What follows belongs to an exercise in optimizing a design on an open flow for small area, a short achievable clock period and few clock cycles; a production flow would make more cautious choices.
Where RTL was checked, it was by simulation tests only, not by an equivalence proof against the original.
Function not checked in runs 1 and 2: the RTL went through the layout flow alone.
Power figures rest on the tool's default switching activity, not on a simulated workload.

==> design/flow/design.v <==
module LASER(CLK, RST, X, Y, C1X, C1Y, C2X, C2Y, DONE);
input CLK, RST;
input [3:0] X, Y;
output reg DONE;
output [3:0] C1X, C1Y, C2X, C2Y;
reg rq;
reg [3:0] xq;
reg [5:0] t;
reg [2:0] ph;
reg [15:0] m0;
reg [15:0] m2;
reg [15:0] m3;
reg [15:0] m4;
reg [15:0] m5;
reg [15:0] m6;
reg [15:0] m7;
reg [15:0] m8;
reg [15:0] m9;
reg [15:0] m10;
reg [15:0] m11;
reg [15:0] m12;
reg [15:0] m13;
reg [15:0] m14;
reg we, keep, cut, v6, v5, upd, last1, clr;
reg [3:0] yo;    
wire [5:0] tn = rq ? 6'd0 : (t == 6'd59) ? 6'd0 : t + 6'd1;
wire [2:0] phn = (tn == 6'd0) ? 3'd7 : ph + 3'd1;
wire [15:0] pdec = we ? (16'd1 << yo) : 16'd0;
always @(posedge CLK) begin
  rq <= RST;
  xq <= X;
  yo <= Y - {ph, 1'b0} - 4'd4;
  t <= tn;
  ph <= phn;
  we    <= ~RST & (tn >= 6'd1) & (tn <= 6'd40);
  keep  <= ~RST & (tn >= 6'd1) & (tn <= 6'd55);
  cut   <= (tn >= 6'd41) & (tn <= 6'd48);
  v6    <= (phn <= 3'd6);
  v5    <= (phn <= 3'd5);
  upd   <= ~RST & (tn >= 6'd43) & (tn <= 6'd58);
  last1 <= (tn == 6'd50);
  clr   <= RST | (tn == 6'd0);
end
localparam [7:0] E0_0 = 8'b11111010, E0_1 = 8'b01111111;
wire [1:0] wr0 = m0[1:0] & ~({2{cut}} & {E0_1[ph], E0_0[ph]});
always @(posedge CLK) m0 <= (keep ? {wr0, m0[15:2]} : 16'd0) | ((xq == 4'd0) ? pdec : 16'd0);
localparam [7:0] E2_0 = 8'b01110111, E2_1 = 8'b10101111;
wire [1:0] wr2 = m2[1:0] & ~({2{cut}} & {E2_1[ph], E2_0[ph]});
always @(posedge CLK) m2 <= (keep ? {wr2, m2[15:2]} : 16'd0) | ((xq == 4'd2) ? pdec : 16'd0);
localparam [7:0] E3_0 = 8'b01110111, E3_1 = 8'b10101111;
wire [1:0] wr3 = m3[1:0] & ~({2{cut}} & {E3_1[ph], E3_0[ph]});
always @(posedge CLK) m3 <= (keep ? {wr3, m3[15:2]} : 16'd0) | ((xq == 4'd3) ? pdec : 16'd0);
localparam [7:0] E4_0 = 8'b11111111, E4_1 = 8'b10101111;
wire [1:0] wr4 = m4[1:0] & ~({2{cut}} & {E4_1[ph], E4_0[ph]});
always @(posedge CLK) m4 <= (keep ? {wr4, m4[15:2]} : 16'd0) | ((xq == 4'd4) ? pdec : 16'd0);
localparam [7:0] E5_0 = 8'b01110111, E5_1 = 8'b10101111;
wire [1:0] wr5 = m5[1:0] & ~({2{cut}} & {E5_1[ph], E5_0[ph]});
always @(posedge CLK) m5 <= (keep ? {wr5, m5[15:2]} : 16'd0) | ((xq == 4'd5) ? pdec : 16'd0);
localparam [7:0] E6_0 = 8'b01110111, E6_1 = 8'b10101111;
wire [1:0] wr6 = m6[1:0] & ~({2{cut}} & {E6_1[ph], E6_0[ph]});
always @(posedge CLK) m6 <= (keep ? {wr6, m6[15:2]} : 16'd0) | ((xq == 4'd6) ? pdec : 16'd0);
localparam [7:0] E7_0 = 8'b01110111, E7_1 = 8'b01101111;
wire [1:0] wr7 = m7[1:0] & ~({2{cut}} & {E7_1[ph], E7_0[ph]});
always @(posedge CLK) m7 <= (keep ? {wr7, m7[15:2]} : 16'd0) | ((xq == 4'd7) ? pdec : 16'd0);
localparam [7:0] E8_0 = 8'b11111010, E8_1 = 8'b01111111;
wire [1:0] wr8 = m8[1:0] & ~({2{cut}} & {E8_1[ph], E8_0[ph]});
always @(posedge CLK) m8 <= (keep ? {wr8, m8[15:2]} : 16'd0) | ((xq == 4'd8) ? pdec : 16'd0);
localparam [7:0] E9_0 = 8'b11011000, E9_1 = 8'b11110111;
wire [1:0] wr9 = m9[1:0] & ~({2{cut}} & {E9_1[ph], E9_0[ph]});
always @(posedge CLK) m9 <= (keep ? {wr9, m9[15:2]} : 16'd0) | ((xq == 4'd9) ? pdec : 16'd0);
localparam [7:0] E10_0 = 8'b11111111, E10_1 = 8'b11010111;
wire [1:0] wr10 = m10[1:0] & ~({2{cut}} & {E10_1[ph], E10_0[ph]});
always @(posedge CLK) m10 <= (keep ? {wr10, m10[15:2]} : 16'd0) | ((xq == 4'd10) ? pdec : 16'd0);
localparam [7:0] E11_0 = 8'b10101111, E11_1 = 8'b11111000;
wire [1:0] wr11 = m11[1:0] & ~({2{cut}} & {E11_1[ph], E11_0[ph]});
always @(posedge CLK) m11 <= (keep ? {wr11, m11[15:2]} : 16'd0) | ((xq == 4'd11) ? pdec : 16'd0);
localparam [7:0] E12_0 = 8'b11111111, E12_1 = 8'b10101111;
wire [1:0] wr12 = m12[1:0] & ~({2{cut}} & {E12_1[ph], E12_0[ph]});
always @(posedge CLK) m12 <= (keep ? {wr12, m12[15:2]} : 16'd0) | ((xq == 4'd12) ? pdec : 16'd0);
localparam [7:0] E13_0 = 8'b11011000, E13_1 = 8'b01111111;
wire [1:0] wr13 = m13[1:0] & ~({2{cut}} & {E13_1[ph], E13_0[ph]});
always @(posedge CLK) m13 <= (keep ? {wr13, m13[15:2]} : 16'd0) | ((xq == 4'd13) ? pdec : 16'd0);
localparam [7:0] E14_0 = 8'b11111111, E14_1 = 8'b11010111;
wire [1:0] wr14 = m14[1:0] & ~({2{cut}} & {E14_1[ph], E14_0[ph]});
always @(posedge CLK) m14 <= (keep ? {wr14, m14[15:2]} : 16'd0) | ((xq == 4'd14) ? pdec : 16'd0);
wire w0_0 = m0[0];
wire w0_1 = m0[1];
wire w0_2 = m0[2] & v6;
wire w0_3 = m0[3] & v6;
wire w0_4 = m0[4] & v5;
wire w2_0 = m2[0];
wire w2_1 = m2[1];
wire w2_2 = m2[2] & v6;
wire w2_3 = m2[3] & v6;
wire w2_4 = m2[4] & v5;
wire w3_0 = m3[0];
wire w3_1 = m3[1];
wire w3_2 = m3[2] & v6;
wire w3_3 = m3[3] & v6;
wire w3_4 = m3[4] & v5;
wire w4_0 = m4[0];
wire w4_1 = m4[1];
wire w4_2 = m4[2] & v6;
wire w4_3 = m4[3] & v6;
wire w4_4 = m4[4] & v5;
wire w5_0 = m5[0];
wire w5_1 = m5[1];
wire w5_2 = m5[2] & v6;
wire w5_3 = m5[3] & v6;
wire w5_4 = m5[4] & v5;
wire w6_0 = m6[0];
wire w6_1 = m6[1];
wire w6_2 = m6[2] & v6;
wire w6_3 = m6[3] & v6;
wire w6_4 = m6[4] & v5;
wire w7_0 = m7[0];
wire w7_1 = m7[1];
wire w7_2 = m7[2] & v6;
wire w7_3 = m7[3] & v6;
wire w7_4 = m7[4] & v5;
wire w8_0 = m8[0];
wire w8_1 = m8[1];
wire w8_2 = m8[2] & v6;
wire w8_3 = m8[3] & v6;
wire w8_4 = m8[4] & v5;
wire w9_0 = m9[0];
wire w9_1 = m9[1];
wire w9_2 = m9[2] & v6;
wire w9_3 = m9[3] & v6;
wire w9_4 = m9[4] & v5;
wire w10_0 = m10[0];
wire w10_1 = m10[1];
wire w10_2 = m10[2] & v6;
wire w10_3 = m10[3] & v6;
wire w10_4 = m10[4] & v5;
wire w11_0 = m11[0];
wire w11_1 = m11[1];
wire w11_2 = m11[2] & v6;
wire w11_3 = m11[3] & v6;
wire w11_4 = m11[4] & v5;
wire w12_0 = m12[0];
wire w12_1 = m12[1];
wire w12_2 = m12[2] & v6;
wire w12_3 = m12[3] & v6;
wire w12_4 = m12[4] & v5;
wire w13_0 = m13[0];
wire w13_1 = m13[1];
wire w13_2 = m13[2] & v6;
wire w13_3 = m13[3] & v6;
wire w13_4 = m13[4] & v5;
wire w14_0 = m14[0];
wire w14_1 = m14[1];
wire w14_2 = m14[2] & v6;
wire w14_3 = m14[3] & v6;
wire w14_4 = m14[4] & v5;
reg [2:0] c0s; reg c00, c04;
reg [2:0] e2; reg [1:0] f2;
reg [2:0] e4; reg [1:0] f4;
reg [2:0] e6; reg [1:0] f6;
reg [2:0] e8; reg [1:0] f8;
reg [2:0] e10; reg [1:0] f10;
reg [2:0] e12; reg [1:0] f12;
reg [2:0] e14; reg [1:0] f14;
reg [2:0] row1, row2;
always @(posedge CLK) begin
  row1 <= ph;
  c0s <= {2'd0, w0_0} + {2'd0, w0_1} + {2'd0, w0_2} + {2'd0, w0_3};
  c00 <= w0_0; c04 <= w0_4;
  e2 <= {2'd0, w2_0} + {2'd0, w2_1} + {2'd0, w2_2} + {2'd0, w2_3} + {2'd0, w3_0} + {2'd0, w3_1} + {2'd0, w3_2};
  f2 <= {1'd0, w2_4} + {1'd0, w3_3};
  e4 <= {2'd0, w4_0} + {2'd0, w4_1} + {2'd0, w4_2} + {2'd0, w4_3} + {2'd0, w5_0} + {2'd0, w5_1} + {2'd0, w5_2};
  f4 <= {1'd0, w4_4} + {1'd0, w5_3};
  e6 <= {2'd0, w6_0} + {2'd0, w6_1} + {2'd0, w6_2} + {2'd0, w6_3} + {2'd0, w7_0} + {2'd0, w7_1} + {2'd0, w7_2};
  f6 <= {1'd0, w6_4} + {1'd0, w7_3};
  e8 <= {2'd0, w8_0} + {2'd0, w8_1} + {2'd0, w8_2} + {2'd0, w8_3} + {2'd0, w9_0} + {2'd0, w9_1} + {2'd0, w9_2};
  f8 <= {1'd0, w8_4} + {1'd0, w9_3};
  e10 <= {2'd0, w10_0} + {2'd0, w10_1} + {2'd0, w10_2} + {2'd0, w10_3} + {2'd0, w11_0} + {2'd0, w11_1} + {2'd0, w11_2};
  f10 <= {1'd0, w10_4} + {1'd0, w11_3};
  e12 <= {2'd0, w12_0} + {2'd0, w12_1} + {2'd0, w12_2} + {2'd0, w12_3} + {2'd0, w13_0} + {2'd0, w13_1} + {2'd0, w13_2};
  f12 <= {1'd0, w12_4} + {1'd0, w13_3};
  e14 <= {2'd0, w14_0} + {2'd0, w14_1} + {2'd0, w14_2} + {2'd0, w14_3};
  f14 <= {1'd0, w14_4};
end
reg [4:0] sc [0:6];
always @(posedge CLK) begin
  row2 <= row1;
  sc[0] <= {2'd0, e2} + {3'd0, f2} + {2'd0, e4} + {2'd0, c0s};
  sc[1] <= {2'd0, e4} + {3'd0, f4} + {2'd0, e6} + {4'd0, c00} + {4'd0, c04};
  sc[2] <= {2'd0, e6} + {3'd0, f6} + {2'd0, e8} + {2'd0, c0s} + {4'd0, c04};
  sc[3] <= {2'd0, e8} + {3'd0, f8} + {2'd0, e10} + {2'd0, c0s} + {4'd0, c04};
  sc[4] <= {2'd0, e10} + {3'd0, f10} + {2'd0, e12} + {2'd0, c0s} + {4'd0, c04};
  sc[5] <= {2'd0, e12} + {3'd0, f12} + {2'd0, e14} + {4'd0, c00} + {4'd0, c04};
  sc[6] <= {2'd0, e14} + {3'd0, f14} + {2'd0, c0s};
end
reg [4:0] bs;
reg [2:0] bx, br, b1x, b1r;
function gt5(input [4:0] a, input [4:0] b);
  reg [4:0] e;
  begin
    e = a ~^ b;
    gt5 = (a[4] & ~b[4]) | (e[4] & a[3] & ~b[3]) | (e[4] & e[3] & a[2] & ~b[2]) |
          (e[4] & e[3] & e[2] & a[1] & ~b[1]) | (e[4] & e[3] & e[2] & e[1] & a[0] & ~b[0]);
  end
endfunction
wire c0_1 = gt5(sc[1], sc[0]);   
wire c0_2 = gt5(sc[2], sc[0]);   
wire c0_3 = gt5(sc[3], sc[0]);   
wire c0_4 = gt5(sc[4], sc[0]);   
wire c0_5 = gt5(sc[5], sc[0]);   
wire c0_6 = gt5(sc[6], sc[0]);   
wire c1_2 = gt5(sc[2], sc[1]);   
wire c1_3 = gt5(sc[3], sc[1]);   
wire c1_4 = gt5(sc[4], sc[1]);   
wire c1_5 = gt5(sc[5], sc[1]);   
wire c1_6 = gt5(sc[6], sc[1]);   
wire c2_3 = gt5(sc[3], sc[2]);   
wire c2_4 = gt5(sc[4], sc[2]);   
wire c2_5 = gt5(sc[5], sc[2]);   
wire c2_6 = gt5(sc[6], sc[2]);   
wire c3_4 = gt5(sc[4], sc[3]);   
wire c3_5 = gt5(sc[5], sc[3]);   
wire c3_6 = gt5(sc[6], sc[3]);   
wire c4_5 = gt5(sc[5], sc[4]);   
wire c4_6 = gt5(sc[6], sc[4]);   
wire c5_6 = gt5(sc[6], sc[5]);   
wire win0 = gt5(sc[0], bs) & ~c0_1 & ~c0_2 & ~c0_3 & ~c0_4 & ~c0_5 & ~c0_6;
wire win1 = gt5(sc[1], bs) & c0_1 & ~c1_2 & ~c1_3 & ~c1_4 & ~c1_5 & ~c1_6;
wire win2 = gt5(sc[2], bs) & c0_2 & c1_2 & ~c2_3 & ~c2_4 & ~c2_5 & ~c2_6;
wire win3 = gt5(sc[3], bs) & c0_3 & c1_3 & c2_3 & ~c3_4 & ~c3_5 & ~c3_6;
wire win4 = gt5(sc[4], bs) & c0_4 & c1_4 & c2_4 & c3_4 & ~c4_5 & ~c4_6;
wire win5 = gt5(sc[5], bs) & c0_5 & c1_5 & c2_5 & c3_5 & c4_5 & ~c5_6;
wire win6 = gt5(sc[6], bs) & c0_6 & c1_6 & c2_6 & c3_6 & c4_6 & c5_6;
wire [4:0] ws = ({5{win0}} & sc[0]) | ({5{win1}} & sc[1]) | ({5{win2}} & sc[2]) | ({5{win3}} & sc[3]) | ({5{win4}} & sc[4]) | ({5{win5}} & sc[5]) | ({5{win6}} & sc[6]);
wire rwin = win0 | win1 | win2 | win3 | win4 | win5 | win6;
wire [2:0] wx = {win3 | win4 | win5 | win6, win1 | win2 | win5 | win6, win0 | win2 | win4 | win6};
always @(posedge CLK) begin
  if (clr) begin
    bs <= 5'd0; bx <= 3'd0; br <= 3'd0; b1x <= 3'd0; b1r <= 3'd0;
  end else if (last1) begin
    b1x <= rwin ? wx : bx; b1r <= rwin ? row2 : br;
    bs <= 5'd0; bx <= 3'd0; br <= 3'd0;
  end else if (upd & rwin) begin
    bs <= ws; bx <= wx; br <= row2;
  end
  DONE <= ~rq & (t == 6'd58);
end
assign C1X = {b1x, 1'b0};
assign C1Y = {b1r, 1'b0};
assign C2X = {bx, 1'b0};
assign C2Y = {br, 1'b0};
endmodule
==> design/flow/run.sh <==
#!/bin/bash
# synth_recipe.tcl (not shown) runs the flow's synth.tcl, then flattens the netlist and writes it again
# the make line also repeats each setting of config.mk as NAME=value (left out here)
make -C /OpenROAD-flow-scripts/flow DESIGN_CONFIG=/design/flow/config.mk WORK_HOME=/design/flow/orfs CLKGATE_MAP_FILE= SYNTH_SCRIPT=/design/flow/synth_recipe.tcl finish
==> design/flow/config.mk <==
export PLATFORM = sky130hd
export DESIGN_NAME = LASER
export DESIGN_NICKNAME = LASER
export VERILOG_FILES = /design/flow/design.v
export SDC_FILE = /design/flow/constraint.sdc
export NUM_CORES = 4
export LEC_CHECK = 0
export CAP_MARGIN = 20
export CORE_MARGIN = 2
export CORE_UTILIZATION = 40
export SETUP_SLACK_MARGIN = 3.3
export SLEW_MARGIN = 20
==> design/flow/constraint.sdc <==
create_clock -name core_clock -period 6.0 [get_ports {CLK}]
set_input_delay 1.2000 -clock core_clock [delete_from_list [all_inputs] [get_ports {CLK}]]
set_output_delay 1.2000 -clock core_clock [all_outputs]
set_load 0.01 [all_outputs]
==> impl_metrics.env, run 1 <==
export IMPL_cts_sinks=347
export IMPL_die_w_um=197
export IMPL_post_dp_cell_area_mm2=0.0155
export IMPL_largest_register_ffs=34
export IMPL_whs_ns=0.328
export IMPL_tightestPinTransition_ns=1.10
export IMPL_fin_area_mm2=0.0175
export IMPL_syn2layout_area_growth_pct=17.1
export IMPL_finalSetupTns_ns=0
export IMPL_vdd_drop_max_mv=0.254
export IMPL_drcViolationCount=0
export IMPL_wl_per_cell_um=19.8
export IMPL_drt_wl_total_um=38900
export IMPL_crit_path_start="sc[4][0]"
export IMPL_drtIter0Drc=714
export IMPL_grt_ovfl_total=0
export IMPL_cts_made_buffers=37
export IMPL_core_area_mm2=0.0367
export IMPL_criticalPathCategory="reg -> reg"
export IMPL_slew_viol_final=0
export IMPL_worstHoldStart="row1[0]"
export IMPL_yosysWarnings=2
export IMPL_top_layer_used="met4"
export IMPL_hold_path_end="row2[0]"
export IMPL_clockBufferDepth=3
export IMPL_async_flop_share=0
export IMPL_min_path_cells=0
export IMPL_htreeDepth=2
export IMPL_finalClockSkew_ns=0.0319
export IMPL_wl_met2_um=18500
export IMPL_dr_wl_met3_um=1780
export IMPL_ant_nets=0
export IMPL_largest_register="sc"
export IMPL_cp_arrival_ns=3.43
export IMPL_dp_hpwl_um=26500
export IMPL_wl_met1_um=17600
export IMPL_p_leak_nw=7.04
export IMPL_finalSetupViolCount=0
export IMPL_clock_latency_ns=0.53
export IMPL_synth_edf_count=0
export IMPL_firstDrtPassIters=5
export IMPL_post_route_period_util=0.505
export IMPL_routed_via_count=10800
export IMPL_layout_nets=1612
export IMPL_ys_types=80
export IMPL_final_core_utilization=0.478
export IMPL_initial_core_util=0.408
export IMPL_synth_area_leader_cell="dfxtp_1"
export IMPL_track_usage=0.200
export IMPL_power_density_mw_per_mm2=297
export IMPL_crit_path_end_kind="flip-flop"
export IMPL_crit_path_start_kind="flip-flop"
export IMPL_syn_inst=1448
export IMPL_synth_seq_cells=347
export IMPL_timing_rr_end="bs[1]"
export IMPL_final_hold_viol_count=0
export IMPL_worstReg2RegStart="sc[4][0]"
export IMPL_antenna_found_initial=0
export IMPL_grt_pass1_vias=10700
export IMPL_hold_path_class="reg -> reg"
export IMPL_cts_reportedPaths_clkPinSlew_ns=0.06
export IMPL_globalplace_congestion=0.932
export IMPL_synth_area_leaders="dfxtp_1 46%, a22o_1 8.7%, fa_1 8.0%, ha_1 5.6%, nand2_1 3.3%"
export IMPL_status="timing/DRC/antenna clean"
export IMPL_n_antenna_cell=0
export IMPL_grt_max_degree=107
export IMPL_cts_tree="yes"
export IMPL_portBuffers=22
export IMPL_fin_crit_ns=3.03
export IMPL_relSlewSlack=0.261
export IMPL_synth_top_area_share=0.464
export IMPL_die_area_mm2=0.0390
export IMPL_syn_avg_cell_area_um2=10.3
export IMPL_setup_slack_ns=2.97
export IMPL_place_ws_ns=2.66
export IMPL_rsz0062_at_grt="true"
export IMPL_ios=27
export IMPL_drive_above_1_share=0.167
export IMPL_maxCapViolations=0
export IMPL_yosysSeqAreaShare=0.464
export IMPL_rows=70
export IMPL_ff2ff_path_depth=10
export IMPL_dominantRegCellSynth="dfxtp_1"
export IMPL_synth_area_mm2=0.0150
export IMPL_grt_pass1_wl_um=61000
export IMPL_die_y_um=197
export IMPL_vias_per_cell=5.49
export IMPL_critPathMaxFanout=8
export IMPL_root_buffer="clkbuf_16"
export IMPL_cp_required_ns=6.40
export IMPL_max_freq_mhz=330
export IMPL_r2r_slack_ns=2.97
-- power by group --
part	switching [mW]	internal, mW
combinational	0.248	0.146
sequential	0.132	2.36
clock	0.903	1.41
total	1.28	3.92
-- synth_stat cells, drive strengths merged (3+ instances only) --
master and count:
a21boi 8, nand3 15, a211oi 8, a21o 14, o221ai 7, o21a 3
buf 25, xor2 7, and2 26, o21ai 86, clkinv 3, ha 67
a222oi 11, a2111oi 3, and3 3, a22o 148, nor4 7, nor3 17
or3b 3, a22oi 9, mux2i 7, or2 12, clkbuf 65, nor2b 18
a311oi 9, fa 60, nor3b 4, a32o 12, or4 3, o211ai 8
a31oi 12, a21oi 33, o2111ai 4, inv 112, dfxtp 347, xnor2 10
nand2 131, mux2 3, nor2 43, nand3b 7, and3b 3, nor4b 3
maj3 19, nand2b 21, o22ai 13
-- metrics by stage --
stage,instances,power (mW)
6_report,1969,5.20
5_1_grt,1969,5.39
4_1_cts,1942,5.22
3_5_place_dp,1860,2.90
3_3_place_gp,1860,2.89
2_1_floorplan,1451,2.76
-- layout make-up --
cell class,instances,area [µm²]
flip-flops and latches,347,7050
fillers,3394,19200
well taps,468,586
repair buffers,75,721
inverters,115,449
multi-input cells,899,7480
clock inverters,13,180
clock buffers,52,1060
-- per-layer routing --
metal  vias up  global-route usage
met5         -                   0
met4         0              0.0632
met3        74              0.0265
met2       301               0.332
met1      5265               0.269
li1       5161                   -
-- worst max-delay path: stages, from the launching register on --
cell     delay [ns]
dfxtp_4        0.35
nor2b_1        0.13
maj3_2         0.31
maj3_2         0.34
maj3_2         0.34
a21oi_4        0.21
nor4b_4        0.07
buf_6          0.15
or3_4          0.36
o21ai_4        0.31
mux2_4         0.34
-- worst max-delay path by stage --
stage | to | slack [ns] | cells after the start
floorplan | bs[0] | 3.28 | 10
global placement | bs[0] | 2.61 | 9
detailed placement | bs[2] | 2.66 | 8
CTS | bs[1] | 3.03 | 10
global route | bs[1] | 2.92 | 11
finish | bs[1] | 2.97 | 10
-- cell usage in the layout (no fill, tap or decap), types with 7 or more instances in the layout --
cell and count:
dfxtp_1 308, a22o_1 148, nand2_1 131, inv_1 101, o21ai_0 80, ha_1 67, fa_1 60, nor2_1 39
buf_4 39, clkbuf_16 38, and2_1 26, a21oi_1 25, clkdlybuf4s50_1 22, nand2b_1 21, dfxtp_4 20, dfxtp_2 19
nor2b_1 16, a21o_1 14, nand3_1 14, maj3_2 14, or2_2 12, a32o_1 12, o22ai_1 12, a222oi_1 11
xnor2_1 10, a31oi_1 10, clkinv_2 10, nor3_1 9, o211ai_1 8, a22oi_1 8, a311oi_1 8, clkbuf_1 8
xor2_1 7, inv_2 7, nand3b_1 7, mux2i_1 7, o221ai_1 7
-- cell families (layout without fill, tap and decap cells) --
| group | after synthesis | count (layout) | synth area share |
|---|---|---|---|
| XOR/XNOR | 17 | 17 | 0.00994 |
| other | 1 | 4 | 0.000250 |
| AND/OR/NAND/NOR | 322 | 322 | 0.111 |
| adder cells (fa/ha/maj) | 146 | 146 | 0.150 |
| multiplexers | 10 | 10 | 0.00769 |
| buffers and inverters | 205 | 255 | 0.0566 |
| flip-flops | 347 | 347 | 0.464 |
| AO/OA/AOI/OAI | 400 | 400 | 0.201 |
-- repair_timing --
action,in CTS,in global routing
hold endpoints to repair,0,0
cloned,0,1
hold buffers,0,0
pin swaps,22,31
setup endpoints to repair,23,18
setup buffers,17,24
resized for setup,70,53
==> run 2, diff against run 1 <==
--- a/design/flow/config.mk
+++ b/design/flow/config.mk
@@ -10,3 +10,3 @@
 export CORE_UTILIZATION = 40
-export SETUP_SLACK_MARGIN = 3.3
+export SETUP_SLACK_MARGIN = 3.6
 export SLEW_MARGIN = 20
==> impl_metrics.env, run 2 <==
export IMPL_status="timing/DRC/antenna clean"
export IMPL_syn_avg_cell_area_um2=10.3
export IMPL_layout_nets=1624
export IMPL_placedCellCount=1862
export IMPL_grt_pass1_vias=10500
export IMPL_p_sw_mw=1.32
export IMPL_globalplace_congestion=0.961
export IMPL_p_leak_nw=7.12
export IMPL_vdd_drop_max_mv=0.237
export IMPL_drive_above_1_share=0.199
export IMPL_p_seq_frac=0.483
export IMPL_synthTopCellsByCount="347 x dfxtp_1, 148 x a22o_1, 131 x nand2_1, 108 x inv_1, 84 x o21ai_0"
export IMPL_synth_area_mm2=0.0150
export IMPL_dp_hpwl_um=26400
export IMPL_cts_sinks=347
export IMPL_crit_path_end_kind="flip-flop"
export IMPL_dominantRegCellSynth="dfxtp_1"
export IMPL_final_core_utilization=0.480
export IMPL_die_area_mm2=0.0390
export IMPL_comb_power_share=0.077
export IMPL_ios=27
export IMPL_ff2ff_path_depth=10
export IMPL_place_ws_ns=2.57
export IMPL_yosysWarnings=2
export IMPL_dr_wl_met3_um=1810
export IMPL_htreeDepth=2
export IMPL_clock_latency_ns=0.56
export IMPL_finalSetupTns_ns=0
export IMPL_power_total_mw=5.17
export IMPL_drcViolationCount=0
export IMPL_synth_top_area_share=0.464
export IMPL_syn2layout_area_growth_pct=17.5
export IMPL_die_y_um=197
export IMPL_finalSetupViolCount=0
export IMPL_ys_types=80
export IMPL_whs_ns=0.337
export IMPL_internal_power_mw=3.85
export IMPL_grt_pass1_wl_um=61500
export IMPL_grt_max_degree=65
export IMPL_cp_required_ns=6.43
export IMPL_wl_per_cell_um=19.6
export IMPL_grt_ovfl_total=0
export IMPL_switching_share=0.255
export IMPL_syn_inst=1448
export IMPL_portBuffers=22
export IMPL_fin_crit_ns=2.94
export IMPL_track_usage=0.202
export IMPL_vias_per_cell=5.47
export IMPL_post_route_period_util=0.490
export IMPL_synth_seq_cells=347
export IMPL_final_hold_viol_count=0
export IMPL_setup_slack_ns=3.06
export IMPL_maxCapViolations=0
export IMPL_critPathMaxFanout=4
export IMPL_drt_wl_total_um=38900
export IMPL_synth_area_leaders="dfxtp_1 46%, a22o_1 8.7%, fa_1 8.0%, ha_1 5.6%, nand2_1 3.3%"
export IMPL_synthMostInstantiatedCell="dfxtp_1"
export IMPL_finalClockSkew_ns=0.0371
export IMPL_min_path_cells=0
export IMPL_rows=70
export IMPL_yosysSeqAreaShare=0.464
export IMPL_criticalPathCategory="reg -> reg"
export IMPL_n_antenna_cell=0
export IMPL_fin_area_mm2=0.0176
export IMPL_cts_tree="yes"
export IMPL_ant_nets=0
export IMPL_max_freq_mhz=340
export IMPL_drtIter0Drc=787
export IMPL_ctsHoldBuffers=0
export IMPL_crit_path_start_kind="flip-flop"
export IMPL_tightestPinTransition_ns=1.12
export IMPL_pwr_share_clk=0.440
export IMPL_routed_via_count=10800
export IMPL_wl_met2_um=18100
export IMPL_power_density_mw_per_mm2=294
export IMPL_initial_core_util=0.408
export IMPL_largest_register_ffs=34
export IMPL_root_buffer="clkbuf_16"
export IMPL_die_w_um=197
export IMPL_cp_arrival_ns=3.37
export IMPL_core_area_mm2=0.0367
export IMPL_async_flop_share=0
export IMPL_rsz0062_at_grt="true"
export IMPL_synth_area_leader_cell="dfxtp_1"
export IMPL_relSlewSlack=0.253
export IMPL_cts_made_buffers=38
export IMPL_post_dp_cell_area_mm2=0.0155
export IMPL_antenna_found_initial=1
export IMPL_firstDrtPassIters=6
export IMPL_final_common_cell="dfxtp_1"
export IMPL_wl_met1_um=17700
export IMPL_largest_register="sc"
export IMPL_finalNonFillerCells=1982
export IMPL_slew_viol_final=0
export IMPL_top_layer_used="met4"
export IMPL_final_cell_mix="291 x dfxtp_1, 148 x a22o_1, 130 x nand2_1"
export IMPL_hold_path_class="reg -> reg"
export IMPL_cts_reportedPaths_clkPinSlew_ns=0.06
export IMPL_clockBufferDepth=3
export IMPL_synth_edf_count=0
[run 2: cell counts after synthesis]
Identical to the previous run, type by type.
[run 2: routing by layer]
metal / global-route usage / vias up
met2: 0.330 / 293
met4: 0.0810 / 0
met1: 0.269 / 5279
met3: 0.0302 / 82
met5: 0 / -
li1: - / 5194
[run 2: cells by family after synthesis]
kind of cell,share of synthesized area
other,0.000250
AO/OA/AOI/OAI,0.201
multiplexers,0.00769
AND/OR/NAND/NOR,0.111
buffers and inverters,0.0566
flip-flops,0.464
adder cells (fa/ha/maj),0.150
XOR/XNOR,0.00994
[run 2: what timing repair did]
item	CTS	global route
pin swaps	54	26
hold endpoints to repair	0	0
setup buffers	42	9
resized for setup	164	27
gates cloned	1	0
setup endpoints to repair	62	37
[run 2: area by class of cell]
| class | count | area, µm² |
|---|---|---|
| clock buffer | 58 | 1130 |
| inverter | 115 | 444 |
| multi-input combinational | 899 | 7500 |
| sequential | 347 | 7070 |
| fill | 3300 | 19100 |
| tap | 468 | 586 |
| clock inverter | 9 | 113 |
| timing repair buffer | 86 | 757 |
[run 2: final timing paths]
path                               start       to  slack, ns
worst min register to register   row1[2]  row2[2]       0.34
worst max register to register  sc[3][0]    bs[1]       3.06
worst min-delay path             row1[2]  row2[2]       0.34
worst max-delay path            sc[3][0]    bs[1]       3.06
[run 2: worst max-delay path: stages, from the launching register on]
cell and delay, ns:
dfxtp_4 0.36, nor2b_1 0.13, maj3_2 0.30, maj3_2 0.33
maj3_2 0.32, a21oi_2 0.19, nor4b_4 0.07, buf_6 0.15
or3_4 0.41, o21ai_4 0.25, mux2_4 0.33
[run 2: power groups by stage]
stage	Sequential [mW]	Combinational [mW]	Clock [mW]
after global placement	2.56	0.342	0
after CTS	2.50	0.389	2.33
after floorplan	2.44	0.312	0
after global routing	2.51	0.437	2.43
final	2.50	0.396	2.28
after detailed placement	2.56	0.347	0
==> run 3, diff against run 2 <==
--- a/design/flow/design.v
+++ b/design/flow/design.v
@@ -25,3 +25,3 @@
 reg [3:0] yo;    
-wire [5:0] tn = rq ? 6'd0 : (t == 6'd59) ? 6'd0 : t + 6'd1;
+wire [5:0] tn = rq ? 6'd0 : (t == 6'd60) ? 6'd0 : t + 6'd1;
 wire [2:0] phn = (tn == 6'd0) ? 3'd7 : ph + 3'd1;
@@ -39,4 +39,4 @@
   v5    <= (phn <= 3'd5);
-  upd   <= ~RST & (tn >= 6'd43) & (tn <= 6'd58);
-  last1 <= (tn == 6'd50);
+  upd   <= ~RST & (tn >= 6'd44) & (tn <= 6'd59);
+  last1 <= (tn == 6'd51);
   clr   <= RST | (tn == 6'd0);
@@ -194,4 +194,2 @@
 end
-reg [4:0] bs;
-reg [2:0] bx, br, b1x, b1r;
 function gt5(input [4:0] a, input [4:0] b);
@@ -225,12 +223,19 @@
 wire c5_6 = gt5(sc[6], sc[5]);   
-wire win0 = gt5(sc[0], bs) & ~c0_1 & ~c0_2 & ~c0_3 & ~c0_4 & ~c0_5 & ~c0_6;
-wire win1 = gt5(sc[1], bs) & c0_1 & ~c1_2 & ~c1_3 & ~c1_4 & ~c1_5 & ~c1_6;
-wire win2 = gt5(sc[2], bs) & c0_2 & c1_2 & ~c2_3 & ~c2_4 & ~c2_5 & ~c2_6;
-wire win3 = gt5(sc[3], bs) & c0_3 & c1_3 & c2_3 & ~c3_4 & ~c3_5 & ~c3_6;
-wire win4 = gt5(sc[4], bs) & c0_4 & c1_4 & c2_4 & c3_4 & ~c4_5 & ~c4_6;
-wire win5 = gt5(sc[5], bs) & c0_5 & c1_5 & c2_5 & c3_5 & c4_5 & ~c5_6;
-wire win6 = gt5(sc[6], bs) & c0_6 & c1_6 & c2_6 & c3_6 & c4_6 & c5_6;
-wire [4:0] ws = ({5{win0}} & sc[0]) | ({5{win1}} & sc[1]) | ({5{win2}} & sc[2]) | ({5{win3}} & sc[3]) | ({5{win4}} & sc[4]) | ({5{win5}} & sc[5]) | ({5{win6}} & sc[6]);
-wire rwin = win0 | win1 | win2 | win3 | win4 | win5 | win6;
-wire [2:0] wx = {win3 | win4 | win5 | win6, win1 | win2 | win5 | win6, win0 | win2 | win4 | win6};
+wire win0 = ~c0_1 & ~c0_2 & ~c0_3 & ~c0_4 & ~c0_5 & ~c0_6;
+wire win1 = c0_1 & ~c1_2 & ~c1_3 & ~c1_4 & ~c1_5 & ~c1_6;
+wire win2 = c0_2 & c1_2 & ~c2_3 & ~c2_4 & ~c2_5 & ~c2_6;
+wire win3 = c0_3 & c1_3 & c2_3 & ~c3_4 & ~c3_5 & ~c3_6;
+wire win4 = c0_4 & c1_4 & c2_4 & c3_4 & ~c4_5 & ~c4_6;
+wire win5 = c0_5 & c1_5 & c2_5 & c3_5 & c4_5 & ~c5_6;
+wire win6 = c0_6 & c1_6 & c2_6 & c3_6 & c4_6 & c5_6;
+reg [4:0] rs;
+reg [2:0] rx, row3;
+always @(posedge CLK) begin
+  rs <= ({5{win0}} & sc[0]) | ({5{win1}} & sc[1]) | ({5{win2}} & sc[2]) | ({5{win3}} & sc[3]) | ({5{win4}} & sc[4]) | ({5{win5}} & sc[5]) | ({5{win6}} & sc[6]);
+  rx <= {win3 | win4 | win5 | win6, win1 | win2 | win5 | win6, win0 | win2 | win4 | win6};
+  row3 <= row2;
+end
+reg [4:0] bs;
+reg [2:0] bx, br, b1x, b1r;
+wire rwin = gt5(rs, bs);
 always @(posedge CLK) begin
@@ -239,8 +244,8 @@
   end else if (last1) begin
-    b1x <= rwin ? wx : bx; b1r <= rwin ? row2 : br;
+    b1x <= rwin ? rx : bx; b1r <= rwin ? row3 : br;
     bs <= 5'd0; bx <= 3'd0; br <= 3'd0;
   end else if (upd & rwin) begin
-    bs <= ws; bx <= wx; br <= row2;
+    bs <= rs; bx <= rx; br <= row3;
   end
-  DONE <= ~rq & (t == 6'd58);
+  DONE <= ~rq & (t == 6'd59);
 end
--- a/design/flow/config.mk
+++ b/design/flow/config.mk
@@ -10,3 +10,3 @@
 export CORE_UTILIZATION = 40
-export SETUP_SLACK_MARGIN = 3.6
+export SETUP_SLACK_MARGIN = 4.0
 export SLEW_MARGIN = 20
==> impl_metrics.env, run 3 <==
export IMPL_fin_crit_ns=2.40
export IMPL_globalplace_congestion=0.933
export IMPL_cts_made_buffers=39
export IMPL_synth_area_leaders="dfxtp_1 49%, a22o_1 8.9%, fa_1 8.2%, ha_1 5.3%, nand2_1 3.1%"
export IMPL_rsz0062_at_grt="true"
export IMPL_die_y_um=195
export IMPL_syn2layout_area_growth_pct=21.5
export IMPL_final_common_cell="dfxtp_1"
export IMPL_post_route_period_util=0.400
export IMPL_cts_reportedPaths_clkPinSlew_ns=0.06
export IMPL_drtIter0Drc=612
export IMPL_largest_register_ffs=34
export IMPL_r2r_slack_ns=3.60
export IMPL_ios=27
export IMPL_core_area_mm2=0.0363
export IMPL_cp_required_ns=6.45
export IMPL_whs_ns=0.326
export IMPL_fillers=3276
export IMPL_ant_nets=0
export IMPL_setup_slack_ns=3.60
export IMPL_critPathMaxFanout=2
export IMPL_finalSetupViolCount=0
export IMPL_portBuffers=22
export IMPL_maxCapViolations=0
export IMPL_firstDrtPassIters=5
export IMPL_yosysSeqAreaShare=0.490
export IMPL_max_freq_mhz=417
export IMPL_hold_path_class="reg -> reg"
export IMPL_criticalPathCategory="reg -> reg"
export IMPL_dp_hpwl_um=24300
export IMPL_ys_types=71
export IMPL_drt_wl_total_um=36900
export IMPL_vias_per_cell=5.36
export IMPL_p_leak_nw=7.17
export IMPL_final_core_utilization=0.489
export IMPL_power_density_mw_per_mm2=306
export IMPL_cp_arrival_ns=2.85
export IMPL_root_buffer="clkbuf_16"
export IMPL_status="timing/DRC/antenna clean"
export IMPL_initial_core_util=0.403
export IMPL_slew_viol_final=0
export IMPL_grt_ovfl_total=0
export IMPL_fin_area_mm2=0.0178
export IMPL_tightestPinTransition_ns=1.11
export IMPL_cts_tree="yes"
export IMPL_syn_inst=1400
export IMPL_dominantRegCellSynth="dfxtp_1"
export IMPL_vdd_drop_max_mv=0.191
export IMPL_async_flop_share=0
export IMPL_htreeDepth=2
export IMPL_layout_nets=1578
export IMPL_drcViolationCount=0
export IMPL_cts_sinks=358
export IMPL_finalClockSkew_ns=0.0201
export IMPL_final_cell_mix="289 x dfxtp_1, 149 x a22o_1, 113 x nand2_1"
export IMPL_track_usage=0.191
export IMPL_final_hold_viol_count=0
export IMPL_grt_pass1_vias=10500
export IMPL_synth_area_mm2=0.0146
export IMPL_clock_latency_ns=0.52
export IMPL_largest_register="sc"
export IMPL_n_antenna_cell=0
export IMPL_synthMostInstantiatedCell="dfxtp_1"
export IMPL_yosysWarnings=2
export IMPL_die_w_um=195
export IMPL_clockBufferDepth=3
export IMPL_grt_max_degree=99
export IMPL_finalSetupTns_ns=0
export IMPL_synth_seq_cells=358
export IMPL_synth_top_area_share=0.490
export IMPL_synthTopCellsByCount="358 x dfxtp_1, 149 x a22o_1, 120 x nand2_1, 113 x inv_1, 82 x o21ai_0"
export IMPL_grt_pass1_wl_um=58300
export IMPL_drive_above_1_share=0.245
export IMPL_relSlewSlack=0.256
export IMPL_syn_avg_cell_area_um2=10.5
export IMPL_rows=70
export IMPL_place_ws_ns=3.27
export IMPL_routed_via_count=10400
export IMPL_post_dp_cell_area_mm2=0.0153
export IMPL_crit_path_start_kind="flip-flop"
export IMPL_synth_area_leader_cell="dfxtp_1"
export IMPL_wl_per_cell_um=19.0
export IMPL_crit_path_end_kind="flip-flop"
export IMPL_die_area_mm2=0.0381
export IMPL_synth_edf_count=0
export IMPL_antenna_found_initial=0
==> run 3: cell types whose count changed after synthesis, sizes merged, moves of 6 or more <==
cell,before,now
buf,25,8
mux2i,7,14
nand2,131,120
o22ai,13,7
clkbuf,65,76
dfxtp,347,358
a2bb2oi,0,6
maj3,19,12
a311oi,9,2
a31oi,12,5
a221oi,1,10
a222oi,11,5
==> run 3: final timing paths <==
check                              from       to  depth (start not counted)
worst max-delay path             m11[1]   e10[1]                          8
worst min-delay path            row2[0]  row3[0]                          0
worst max register to register   m11[1]   e10[1]                          8
worst min register to register  row2[0]  row3[0]                          0
==> run 3: logic make-up (layout without fill, tap and decap cells) <==
family          after synthesis  count (layout)  synth area share
compound gates              383             383             0.197
xor+xnor                     17              17            0.0102
fa+ha+maj                   134             134             0.143
buf+inv                     198             269            0.0526
flops                       358             358             0.490
mux                          14              14           0.00957
other cells                   1               4          0.000256
simple gates                295             296            0.0975
==> run 3: critical path, cell delays in order, from the launching register on <==
cell     delay (ns)
dfxtp_2        0.33
fa_1           0.56
inv_2          0.04
fa_1           0.48
inv_1          0.06
fa_2           0.34
inv_2          0.06
fa_1           0.40
inv_1          0.06
==> run 3: report_power, final <==
| part | total, mW | switching (mW) | internal [mW] | leakage, nW |
|---|---|---|---|---|
| Combinational | 0.379 | 0.240 | 0.140 | 3.56 |
| Sequential | 2.57 | 0.137 | 2.44 | 2.93 |
| Clock | 2.48 | 0.944 | 1.54 | 0.675 |
==> run 3: area by class of cell <==
type | count | area (µm²) | area share
sequential | 358 | 7330 | 0.412
multi-input combinational | 848 | 7330 | 0.412
clock buffer | 54 | 1130 | 0.0637
timing repair buffer | 85 | 736 | 0.0414
tap | 468 | 586 | 0.0329
inverter | 114 | 452 | 0.0254
clock inverter | 16 | 220 | 0.0124
==> run 3: repair_timing <==
action / CTS / global route
buffers inserted: 29 / 24
cloned: 1 / 0
pin swaps: 31 / 40
endpoints found under the setup margin: 179 / 127
resized for setup: 206 / 68
hold buffers: 0 / 0
hold endpoints to repair: 0 / 0
==> run 3: layer usage <==
layer | routed length, µm | global-route usage
met5 | 0 | 0
met4 | 1110 | 0.0591
met3 | 1580 | 0.0247
met2 | 17300 | 0.322
met1 | 16900 | 0.255
==> run 3: metrics by stage <==
stage / std cells / total power [mW]
floorplan: 1403 / 2.83
global placement: 1818 / 2.96
detailed placement: 1818 / 2.96
CTS: 1918 / 5.47
global route: 1943 / 5.64
finish: 1943 / 5.43
Testbench counts of run 3, summed over its fixed seeds: cycles 15,608.
==> run 4, diff against run 3 <==
--- a/design/flow/config.mk
+++ b/design/flow/config.mk
@@ -7,2 +7,3 @@
 export LEC_CHECK = 0
+export ABC_AREA = 1
 export CAP_MARGIN = 20
@@ -10,3 +11,3 @@
 export CORE_UTILIZATION = 40
-export SETUP_SLACK_MARGIN = 4.0
+export SETUP_SLACK_MARGIN = 3.6
 export SLEW_MARGIN = 20
==> impl_metrics.env, run 4 <==
export IMPL_n_antenna_cell=0
export IMPL_final_common_cell="nand2_1"
export IMPL_final_hold_viol_count=0
export IMPL_yosysSeqAreaShare=0.477
export IMPL_synthMostInstantiatedCell="nand2_1"
export IMPL_grt_max_degree=114
export IMPL_synth_edf_count=0
export IMPL_rows=71
export IMPL_yosysWarnings=2
export IMPL_crit_path_start_kind="flip-flop"
export IMPL_drcViolationCount=0
export IMPL_drive_above_1_share=0.0818
export IMPL_use_met2=0.314
export IMPL_portBuffers=22
export IMPL_relSlewSlack=0.375
export IMPL_async_flop_share=0
export IMPL_synth_area_leaders="dfxtp_1 48%, nand2_1 13%, o21ai_0 8.4%, fa_1 8.0%, ha_1 5.2%"
export IMPL_final_cell_mix="509 x nand2_1, 343 x dfxtp_1, 252 x o21ai_0"
export IMPL_critPathBufInv=4
export IMPL_crit_path_end_kind="flip-flop"
export IMPL_die_w_um=198
export IMPL_critPathMaxFanout=2
export IMPL_path_delay_family="adder cells"
export IMPL_p_seq_frac=0.499
export IMPL_track_usage=0.185
export IMPL_grt_pass1_vias=10800
export IMPL_synth_top_area_share=0.477
export IMPL_finalClockSkew_ns=0.0214
export IMPL_power_density_mw_per_mm2=301
export IMPL_cts_made_buffers=38
export IMPL_pwr_share_clk=0.440
export IMPL_largest_register_ffs=34
export IMPL_cp_required_ns=6.46
export IMPL_use_met3=0.0255
export IMPL_max_freq_mhz=422
export IMPL_synthTopCellsByCount="509 x nand2_1, 358 x dfxtp_1, 252 x o21ai_0, 199 x inv_1, 62 x ha_1"
export IMPL_busiest_layer="met2"
export IMPL_criticalPathCategory="reg -> reg"
export IMPL_p_leak_nw=7.18
export IMPL_cts_tree="yes"
export IMPL_r2r_slack_ns=3.63
export IMPL_cts_reportedPaths_clkPinSlew_ns=0.06
export IMPL_rsz0062_at_grt="true"
export IMPL_finalSetupTns_ns=0
export IMPL_synth_area_mm2=0.0150
export IMPL_syn_inst=1805
export IMPL_ys_types=43
export IMPL_dp_hpwl_um=25400
export IMPL_hold_path_class="reg -> reg"
export IMPL_p_sw_mw=1.23
export IMPL_fillers=3682
export IMPL_largest_register="sc"
export IMPL_wl_per_cell_um=15.6
export IMPL_syn_avg_cell_area_um2=8.33
export IMPL_vias_per_cell=4.88
export IMPL_path_cells="fa_1, inv_2, fa_1, inv_2, fa_2, inv_2, fa_1, inv_1"
export IMPL_finalSetupViolCount=0
export IMPL_syn2layout_area_growth_pct=11.6
export IMPL_fin_crit_ns=2.37
export IMPL_core_area_mm2=0.0373
export IMPL_tightestPinTransition_ns=0.934
export IMPL_drt_wl_total_um=35900
export IMPL_slew_viol_final=0
export IMPL_synth_seq_cells=358
export IMPL_firstDrtPassIters=5
export IMPL_slowest_stage="fa_1"
export IMPL_initial_core_util=0.403
export IMPL_cp_arrival_ns=2.83
export IMPL_grt_pass1_wl_um=57600
export IMPL_dominantRegCellSynth="dfxtp_1"
export IMPL_layout_nets=1929
export IMPL_root_buffer="clkbuf_16"
export IMPL_ios=27
export IMPL_htreeDepth=2
export IMPL_vdd_drop_max_mv=0.190
export IMPL_post_route_period_util=0.395
export IMPL_clock_latency_ns=0.53
export IMPL_grt_ovfl_total=0
export IMPL_met1_usage=0.247
export IMPL_globalplace_congestion=0.910
export IMPL_comb_power_share=0.062
export IMPL_die_y_um=198
export IMPL_die_area_mm2=0.0392
export IMPL_drtIter0Drc=699
export IMPL_ant_nets=0
export IMPL_crit_path_max_incr_delay_ns=0.55
export IMPL_clockBufferDepth=3
export IMPL_antenna_found_initial=0
export IMPL_status="timing/DRC/antenna clean"
export IMPL_cts_sinks=358
export IMPL_ctsHoldBuffers=0
export IMPL_internal_power_mw=3.83
export IMPL_switching_share=0.243
export IMPL_post_dp_cell_area_mm2=0.0155
export IMPL_fin_area_mm2=0.0168
export IMPL_synth_area_leader_cell="dfxtp_1"
export IMPL_maxCapViolations=0
export IMPL_routed_via_count=11200
run 4: changes by cell type in the layout (fill, tap and decap cells not counted), moves of 24 or more:
cell	previous run	this run
a22o_1	149	0
nand3_1	16	52
nand2_1	113	509
and2_1	24	0
dfxtp_2	38	13
inv_1	86	185
dfxtp_1	289	343
o21ai_0	78	252
buf_4	56	1
dfxtp_4	31	2
run 4: what timing repair did:
action	in CTS	in global routing
pin swaps	11	19
endpoints found under the hold margin	0	0
cloned	0	0
endpoints found under the setup margin	44	20
buffers inserted	0	1
gates resized for setup	37	14
run 4: cells by family (layout without fill, tap and decap cells):
family | count (synthesis) | count (layout) | share of synthesized area
other cells | 1 | 4 | 0.000249
xor+xnor | 14 | 14 | 0.00816
buf+inv | 300 | 313 | 0.0783
simple gates | 660 | 660 | 0.181
fa+ha+maj | 122 | 122 | 0.131
flops | 358 | 358 | 0.477
compound gates | 350 | 350 | 0.124
run 4: path summary, 6_finish.rpt:
path	to	from	cells past startpoint
max	e2[1]	m2[0]	8
min	row2[0]	row1[0]	0
max reg2reg	e2[1]	m2[0]	8
min reg2reg	row2[0]	row1[0]	0
run 4: cell type report:
| class | count | area (µm²) | area share |
|---|---|---|---|
| Timing Repair Buffer | 25 | 253 | 0.0151 |
| Clock inverter | 10 | 73.8 | 0.00440 |
| Clock buffer | 54 | 1110 | 0.0663 |
| Tap cell | 474 | 593 | 0.0353 |
| Sequential cell | 358 | 7190 | 0.429 |
| Multi-Input combinational cell | 1150 | 6720 | 0.400 |
| Inverter | 224 | 841 | 0.0501 |
run 4: power groups by stage:
stage                     logic [mW]  registers (mW)  clock network [mW]
after floorplan                0.242            2.53                   0
after global placement         0.295            2.58                   0
after detailed placement       0.298            2.58                   0
after CTS                      0.300            2.53                2.27
after global routing           0.352            2.53                2.37
final                          0.312            2.52                2.22
run 4: metal layers:
metal	up-vias	wire [µm]	part of all wire
li1	5692	-	-
met1	5223	16700	0.47
met2	225	17100	0.48
met3	52	1450	0.040
met4	0	655	0.018
met5	-	0	0
run 4: metrics by stage:
| step | power, mW | setup slack [ns] | utilization | hold WS, ns | cells |
|---|---|---|---|---|---|
| floorplan | 2.77 | 3.62 | - | 0.310 | 1808 |
| global placement | 2.88 | 3.14 | 0.417 | 0.312 | 2230 |
| detailed placement | 2.88 | 3.15 | 0.417 | 0.315 | 2230 |
| CTS | 5.10 | 3.60 | 0.449 | 0.329 | 2294 |
| global route | 5.25 | 3.54 | 0.450 | 0.339 | 2295 |
| finish | 5.06 | 3.63 | 0.450 | 0.329 | 2295 |
==> run 5, diff against run 4 <==
--- a/design/flow/config.mk
+++ b/design/flow/config.mk
@@ -7,3 +7,2 @@
 export LEC_CHECK = 0
-export ABC_AREA = 1
 export CAP_MARGIN = 20
==> impl_metrics.env, run 5 <==
export IMPL_cts_sinks=358
export IMPL_r2r_slack_ns=3.61
export IMPL_globalplace_congestion=0.942
export IMPL_cp_required_ns=6.45
export IMPL_drive_above_1_share=0.129
export IMPL_final_common_cell="dfxtp_1"
export IMPL_portBuffers=22
export IMPL_cp_arrival_ns=2.84
export IMPL_worstReg2RegStart="m6[0]"
export IMPL_rows=70
export IMPL_pwr_share_clk=0.456
export IMPL_largest_register_ffs=34
export IMPL_largest_register="sc"
export IMPL_yosysWarnings=2
export IMPL_synth_area_mm2=0.0146
export IMPL_ys_types=71
export IMPL_ctsHoldBuffers=0
export IMPL_wl_per_cell_um=18.5
export IMPL_path_delay_family="adder cells"
export IMPL_slew_viol_final=0
export IMPL_track_usage=0.184
export IMPL_layout_nets=1537
export IMPL_internal_power_mw=4.03
export IMPL_antenna_found_initial=1
export IMPL_finalSetupTns_ns=0
export IMPL_critPathMaxFanout=2
export IMPL_syn2layout_area_growth_pct=15.6
export IMPL_tightestPinTransition_ns=1.10
export IMPL_die_area_mm2=0.0381
export IMPL_drcViolationCount=0
export IMPL_synth_edf_count=0
export IMPL_critPathBufInv=4
export IMPL_n_antenna_cell=0
export IMPL_hold_path_class="reg -> reg"
export IMPL_path_cells="fa_1, inv_2, fa_1, inv_1, fa_2, inv_2, fa_1, inv_1"
export IMPL_slowest_stage="fa_1"
export IMPL_fin_crit_ns=2.39
export IMPL_synth_seq_cells=358
export IMPL_initial_core_util=0.403
export IMPL_crit_path_start_kind="flip-flop"
export IMPL_status="timing/DRC/antenna clean"
export IMPL_maxCapViolations=0
export IMPL_firstDrtPassIters=7
export IMPL_synth_top_area_share=0.490
export IMPL_final_cell_mix="324 x dfxtp_1, 149 x a22o_1, 119 x nand2_1"
export IMPL_htreeDepth=2
export IMPL_timing_rr_end="e6[1]"
export IMPL_grt_ovfl_total=0
export IMPL_placedCellCount=1817
export IMPL_vias_per_cell=5.36
export IMPL_root_buffer="clkbuf_16"
export IMPL_whs_ns=0.317
export IMPL_synthMostInstantiatedCell="dfxtp_1"
export IMPL_crit_path_start="m6[0]"
export IMPL_finalSetupViolCount=0
export IMPL_grt_pass1_wl_um=56000
export IMPL_yosysSeqAreaShare=0.490
export IMPL_dp_hpwl_um=24500
export IMPL_finalClockSkew_ns=0.0355
export IMPL_syn_inst=1400
export IMPL_power_density_mw_per_mm2=316
export IMPL_synth_area_leaders="dfxtp_1 49%, a22o_1 8.9%, fa_1 8.2%, ha_1 5.3%, nand2_1 3.1%"
export IMPL_relSlewSlack=0.264
export IMPL_die_y_um=195
export IMPL_crit_path_end_kind="flip-flop"
export IMPL_post_route_period_util=0.398
export IMPL_clock_latency_ns=0.54
export IMPL_routed_via_count=10200
export IMPL_grt_pass1_vias=9925
export IMPL_cts_made_buffers=38
export IMPL_p_leak_nw=6.96
export IMPL_cp_depth=8
export IMPL_synth_area_leader_cell="dfxtp_1"
export IMPL_worstSetupEndpoint="e6[1]"
export IMPL_grt_max_degree=97
export IMPL_cts_tree="yes"
export IMPL_p_seq_frac=0.480
export IMPL_clockBufferDepth=3
export IMPL_async_flop_share=0
export IMPL_p_sw_mw=1.31
export IMPL_finalNonFillerCells=1901
export IMPL_max_freq_mhz=419
export IMPL_ant_nets=0
export IMPL_ff2ff_path_depth=8
export IMPL_cts_reportedPaths_clkPinSlew_ns=0.06
export IMPL_drt_wl_total_um=35100
export IMPL_rsz0062_at_grt="true"
export IMPL_synthTopCellsByCount="358 x dfxtp_1, 149 x a22o_1, 120 x nand2_1, 113 x inv_1, 82 x o21ai_0"
export IMPL_final_hold_viol_count=0
export IMPL_syn_avg_cell_area_um2=10.5
export IMPL_crit_path_max_incr_delay_ns=0.55
export IMPL_switching_share=0.245
export IMPL_dominantRegCellSynth="dfxtp_1"
export IMPL_ios=27
export IMPL_comb_power_share=0.065
export IMPL_core_area_mm2=0.0363
export IMPL_criticalPathCategory="reg -> reg"
export IMPL_power_total_mw=5.34
export IMPL_drtIter0Drc=679
export IMPL_vdd_drop_max_mv=0.240
export IMPL_die_w_um=195
export IMPL_cpMostUsedCell="fa_1"
==> run 5: metal layers <==
metal  part of all wire  GRT usage  vias to the layer above  wire length [µm]
met5                  0          0                        -                 0
met4              0.030     0.0574                        0              1060
met3              0.044     0.0294                       90              1550
met2               0.45      0.296                      265             15900
met1               0.47      0.254                     4944             16600
li1                   -          -                     4895                 -
==> run 5: worst min-delay path by stage <==
stage	endpoint	depth (start not counted)	from	slack, ns
final	row2[1]	0	row1[1]	0.32
after detailed placement	row2[1]	0	row1[1]	0.31
after global placement	row3[0]	0	row2[0]	0.31
after global routing	row3[2]	0	row2[2]	0.33
after CTS	row2[1]	0	row1[1]	0.32
after floorplan	row2[0]	0	row1[0]	0.31
==> run 5: kinds of logic after synthesis <==
logic type	synth area share
other cells	0.000256
fa+ha+maj	0.143
buf+inv	0.0526
flops	0.490
xor+xnor	0.0102
simple gates	0.0975
compound gates	0.197
mux	0.00957
==> run 5: per-stage QoR <==
stage / area, µm² / utilization / worst slack, ns
2_1_floorplan: 14600 / - / 3.62
3_3_place_gp: 15200 / 0.418 / 3.09
3_5_place_dp: 15200 / 0.418 / 3.16
4_1_cts: 16800 / 0.461 / 3.60
5_1_grt: 16900 / 0.465 / 3.54
6_report: 16900 / 0.465 / 3.61
==> run 5: power by group through the flow <==
| stage | clock (mW) | combinational (mW) | sequential, mW |
|---|---|---|---|
| 2_1_floorplan | 0 | 0.283 | 2.53 |
| 3_3_place_gp | 0 | 0.316 | 2.62 |
| 3_5_place_dp | 0 | 0.317 | 2.62 |
| 4_1_cts | 2.48 | 0.335 | 2.56 |
| 5_1_grt | 2.59 | 0.381 | 2.58 |
| 6_report | 2.43 | 0.345 | 2.56 |
==> run 5: area by class of cell <==
class | count | area, µm²
clock buffer | 50 | 1060
multi-input combinational | 849 | 6960
timing repair buffer | 44 | 387
tap | 468 | 586
sequential | 358 | 7230
inverter | 114 | 433
clock inverter | 18 | 268
fill | 3380 | 19400
==> run 5: repair_timing <==
action,in CTS,in global routing
pin swaps,21,21
setup endpoints to repair,155,129
resized for setup,76,41
hold endpoints to repair,0,0
buffers inserted,10,4
cloned,0,2
==> run 6, diff against run 5 <==
--- a/design/flow/design.v
+++ b/design/flow/design.v
@@ -7,4 +7,2 @@
 reg [3:0] xq;
-reg [5:0] t;
-reg [2:0] ph;
 reg [15:0] m0;
@@ -23,6 +21,7 @@
 reg [15:0] m14;
+reg [5:0] u;
+wire [2:0] ph = u[2:0];
 reg we, keep, cut, v6, v5, upd, last1, clr;
 reg [3:0] yo;    
-wire [5:0] tn = rq ? 6'd0 : (t == 6'd60) ? 6'd0 : t + 6'd1;
-wire [2:0] phn = (tn == 6'd0) ? 3'd7 : ph + 3'd1;
+wire [5:0] un = (rq | (u == 6'd59)) ? 6'd63 : u + 6'd1;
 wire [15:0] pdec = we ? (16'd1 << yo) : 16'd0;
@@ -32,12 +31,11 @@
   yo <= Y - {ph, 1'b0} - 4'd4;
-  t <= tn;
-  ph <= phn;
-  we    <= ~RST & (tn >= 6'd1) & (tn <= 6'd40);
-  keep  <= ~RST & (tn >= 6'd1) & (tn <= 6'd55);
-  cut   <= (tn >= 6'd41) & (tn <= 6'd48);
-  v6    <= (phn <= 3'd6);
-  v5    <= (phn <= 3'd5);
-  upd   <= ~RST & (tn >= 6'd44) & (tn <= 6'd59);
-  last1 <= (tn == 6'd51);
-  clr   <= RST | (tn == 6'd0);
+  u <= un;
+  we    <= ~RST & (un <= 6'd39);
+  keep  <= ~RST & (un <= 6'd54);
+  cut   <= (un >= 6'd40) & (un <= 6'd47);
+  v6    <= (un[2:0] <= 3'd6);
+  v5    <= (un[2:0] <= 3'd5);
+  upd   <= ~RST & (un >= 6'd43) & (un <= 6'd58);
+  last1 <= (un == 6'd50);
+  clr   <= RST | (un == 6'd63);
 end
@@ -163,5 +161,3 @@
 reg [2:0] e14; reg [1:0] f14;
-reg [2:0] row1, row2;
-always @(posedge CLK) begin
-  row1 <= ph;
+always @(posedge CLK) begin
   c0s <= {2'd0, w0_0} + {2'd0, w0_1} + {2'd0, w0_2} + {2'd0, w0_3};
@@ -185,3 +181,2 @@
 always @(posedge CLK) begin
-  row2 <= row1;
   sc[0] <= {2'd0, e2} + {3'd0, f2} + {2'd0, e4} + {2'd0, c0s};
@@ -231,3 +226,3 @@
 reg [4:0] rs;
-reg [2:0] rx, row3;
+reg [2:0] rx;
 always @(posedge CLK) begin
@@ -235,3 +230,2 @@
   rx <= {win3 | win4 | win5 | win6, win1 | win2 | win5 | win6, win0 | win2 | win4 | win6};
-  row3 <= row2;
 end
@@ -240,2 +234,3 @@
 wire rwin = gt5(rs, bs);
+wire [2:0] row3 = ph - 3'd3;    
 always @(posedge CLK) begin
@@ -249,3 +244,3 @@
   end
-  DONE <= ~rq & (t == 6'd59);
+  DONE <= ~rq & (u == 6'd58);
 end
--- a/design/flow/config.mk
+++ b/design/flow/config.mk
@@ -7,2 +7,3 @@
 export LEC_CHECK = 0
+export ABC_AREA = 1
 export CAP_MARGIN = 20
==> impl_metrics.env, run 6 <==
export IMPL_relSlewSlack=0.387
export IMPL_portBuffers=22
export IMPL_clockBufferDepth=3
export IMPL_ctsHoldBuffers=0
export IMPL_final_core_utilization=0.453
export IMPL_power_density_mw_per_mm2=318
export IMPL_cp_required_ns=6.46
export IMPL_criticalPathCategory="reg -> reg"
export IMPL_synth_area_leader_cell="dfxtp_1"
export IMPL_grt_ovfl_total=0
export IMPL_cts_reportedPaths_clkPinSlew_ns=0.06
export IMPL_synth_area_leaders="dfxtp_1 47%, nand2_1 13%, o21ai_0 8.3%, fa_1 8.1%, ha_1 5.0%"
export IMPL_max_freq_mhz=422
export IMPL_cts_sinks=346
export IMPL_ys_types=39
export IMPL_wl_per_cell_um=15.8
export IMPL_core_area_mm2=0.0364
export IMPL_synth_seq_cells=346
export IMPL_ant_nets=0
export IMPL_crit_path_start_kind="flip-flop"
export IMPL_synth_area_mm2=0.0147
export IMPL_synthAdderAreaFrac=0.132
export IMPL_setup_slack_ns=3.63
export IMPL_ios=27
export IMPL_yosysSeqAreaShare=0.470
export IMPL_synthMostInstantiatedCell="nand2_1"
export IMPL_synth_edf_count=0
export IMPL_grt_pass1_vias=10900
export IMPL_muxShareOfSynthArea=0
export IMPL_slew_viol_final=0
export IMPL_crit_path_end_kind="flip-flop"
export IMPL_synth_top_area_share=0.470
export IMPL_die_area_mm2=0.0384
export IMPL_status="timing/DRC/antenna clean"
export IMPL_syn_avg_cell_area_um2=8.28
export IMPL_hold_path_class="reg -> reg"
export IMPL_final_common_cell="nand2_1"
export IMPL_multiInputGateArea_mm2=0.00664
export IMPL_track_usage=0.190
export IMPL_pwr_share_clk=0.428
export IMPL_place_ws_ns=3.13
export IMPL_grt_max_degree=90
export IMPL_synth_compound_area_frac=0.127
export IMPL_critPathBufInv=4
export IMPL_critPathMaxFanout=2
export IMPL_internal_power_mw=3.84
export IMPL_whs_ns=0.377
export IMPL_finalClockSkew_ns=0.0203
export IMPL_clock_latency_ns=0.53
export IMPL_cts_tree="yes"
export IMPL_path_delay_family="adder cells"
export IMPL_syn2layout_area_growth_pct=11.9
export IMPL_drt_wl_total_um=35700
export IMPL_root_buffer="clkbuf_16"
export IMPL_globalplace_congestion=0.908
export IMPL_path_cells="fa_1, inv_2, fa_1, inv_2, fa_2, inv_2, fa_1, inv_1"
export IMPL_drive_above_1_share=0.0895
export IMPL_final_hold_viol_count=0
export IMPL_finalSetupViolCount=0
export IMPL_layout_area_seq_mm2=0.00695
export IMPL_largest_register="sc"
export IMPL_cts_made_buffers=36
export IMPL_synth_simple_gate_area_frac=0.181
export IMPL_rsz0062_at_grt="true"
export IMPL_drcViolationCount=0
export IMPL_synth_xor_xnor_area_share=0.00832
export IMPL_firstDrtPassIters=6
export IMPL_tightestPinTransition_ns=0.916
export IMPL_vias_per_cell=4.90
export IMPL_initial_core_util=0.405
export IMPL_yosysWarnings=2
export IMPL_n_antenna_cell=0
export IMPL_comb_power_share=0.104
export IMPL_switching_share=0.269
export IMPL_fillers=3579
export IMPL_maxCapViolations=0
export IMPL_htreeDepth=2
export IMPL_p_sw_mw=1.41
export IMPL_antenna_found_initial=0
export IMPL_cp_arrival_ns=2.84
export IMPL_power_total_mw=5.24
export IMPL_finalSetupTns_ns=0
export IMPL_dp_hpwl_um=25100
export IMPL_die_y_um=196
export IMPL_post_route_period_util=0.395
export IMPL_syn_inst=1780
export IMPL_vdd_drop_max_mv=0.226
export IMPL_synthTopCellsByCount="503 x nand2_1, 346 x dfxtp_1, 245 x o21ai_0, 183 x inv_1"
export IMPL_p_seq_frac=0.468
export IMPL_largest_register_ffs=34
export IMPL_dominantRegCellSynth="dfxtp_1"
export IMPL_p_leak_nw=7.04
export IMPL_final_cell_mix="503 x nand2_1, 331 x dfxtp_1, 245 x o21ai_0"
export IMPL_drtIter0Drc=753
export IMPL_rows=70
export IMPL_slowest_stage="fa_1"
export IMPL_routed_via_count=11100
export IMPL_die_w_um=196
export IMPL_synth_top_family_by_area="simple AND/OR/NAND/NOR gates"
export IMPL_crit_path_max_incr_delay_ns=0.54
export IMPL_async_flop_share=0
export IMPL_fin_crit_ns=2.37
export IMPL_grt_pass1_wl_um=58600
export IMPL_layout_nets=1901
## run 6: what timing repair did
item / 4_1_cts / 5_1_grt
endpoints found under the hold margin: 0 / 0
setup buffers: 3 / 1
resized for setup: 34 / 14
pin swaps: 14 / 13
endpoints found under the setup margin: 27 / 12
## run 6: layout make-up
class	count	area share
inverters	222	0.0510
multi-input cells	1137	0.402
clock buffers	56	0.0677
repair buffers	29	0.0156
flip-flops and latches	346	0.421
well taps	468	0.0355
clock inverters	8	0.00652
## run 6: power by group through the flow
| stage | registers (mW) | logic (mW) | clock network, mW |
|---|---|---|---|
| global placement | 2.51 | 0.538 | 0 |
| finish | 2.45 | 0.546 | 2.25 |
| global route | 2.47 | 0.609 | 2.39 |
| CTS | 2.46 | 0.546 | 2.29 |
| floorplan | 2.45 | 0.442 | 0 |
| detailed placement | 2.50 | 0.541 | 0 |
## run 6: worst paths after layout
check             startpoint     to  slack (ns)  cells after the start
setup / recovery       m3[1]  e2[1]        3.63                      8
hold / removal         m0[0]    c00        0.38                      0
setup reg to reg       m3[1]  e2[1]        3.63                      8
hold reg to reg        m0[0]    c00        0.38                      0
## run 6: metrics by stage
| stage | instances | instance area, µm² |
|---|---|---|
| after global routing | 2266 | 16500 |
| after global placement | 2198 | 15200 |
| after CTS | 2265 | 16500 |
| after detailed placement | 2198 | 15200 |
| after floorplan | 1783 | 14800 |
| final | 2266 | 16500 |
## run 6: metal layers
layer  share of wire  vias up  global-route usage
li1                -     5609                   -
met1            0.46     5160               0.255
met2            0.46      262               0.316
met3           0.047       66              0.0285
met4           0.027        0              0.0606
met5               0        -                   0
## run 6: kinds of logic (layout without fill, tap and decap cells)
logic type / count (synthesis) / count (layout)
buffers and inverters: 300 / 315
other: 1 / 4
xor gates and xnor gates: 14 / 14
and+or+nand+nor: 650 / 650
adders and majority gates: 119 / 119
AOI/OAI and AO/OA: 350 / 350
DFF: 346 / 346
Testbench counts of run 6, summed over its fixed seeds: cycles 15,608.

separate check: timing with driven ports:
No port has a modelled driver above. Below, the same layouts with a new extraction and two added sets of constraints. Step 1 sets driving cells, clkbuf_16 on the clock port and buf_2 on the other inputs (assumed; they add their load-dependent delay and slew). Step 2 moves the port delays by t, midway between the first and last clock arrival at a register: inputs arrive t later, outputs are due t later. That takes back most of the time a late clock gives input paths. Slacks: no drivers / after step 1 / after step 2; pairs: no drivers / after step 1.
run | t (ns) | setup slack, ns | worst hold slack (ns) | latest minus earliest clock arrival (ns)
run 1 | 0.564 | 2.971 / 2.971 / 2.971 | 0.328 / 0.328 / 0.328 | 0.032 / 0.032
run 2 | 0.587 | 3.063 / 3.063 / 3.063 | 0.337 / 0.337 / 0.337 | 0.039 / 0.038
run 3 | 0.565 | 3.601 / 3.601 / 3.524 | 0.326 / 0.326 / 0.326 | 0.021 / 0.020
run 4 | 0.573 | 3.632 / 3.602 / 3.145 | 0.329 / 0.329 / 0.329 | 0.024 / 0.024
run 5 | 0.569 | 3.614 / 3.612 / 3.148 | 0.317 / 0.317 / 0.317 | 0.038 / 0.038
run 6 | 0.572 | 3.628 / 3.604 / 3.109 | 0.377 / 0.377 / 0.377 | 0.026 / 0.025
After both steps setup and hold are still met in every run listed. For run 6, which loses most, drivers alone change the setup slack by -0.024 ns; drivers and shift together by -0.519 ns.
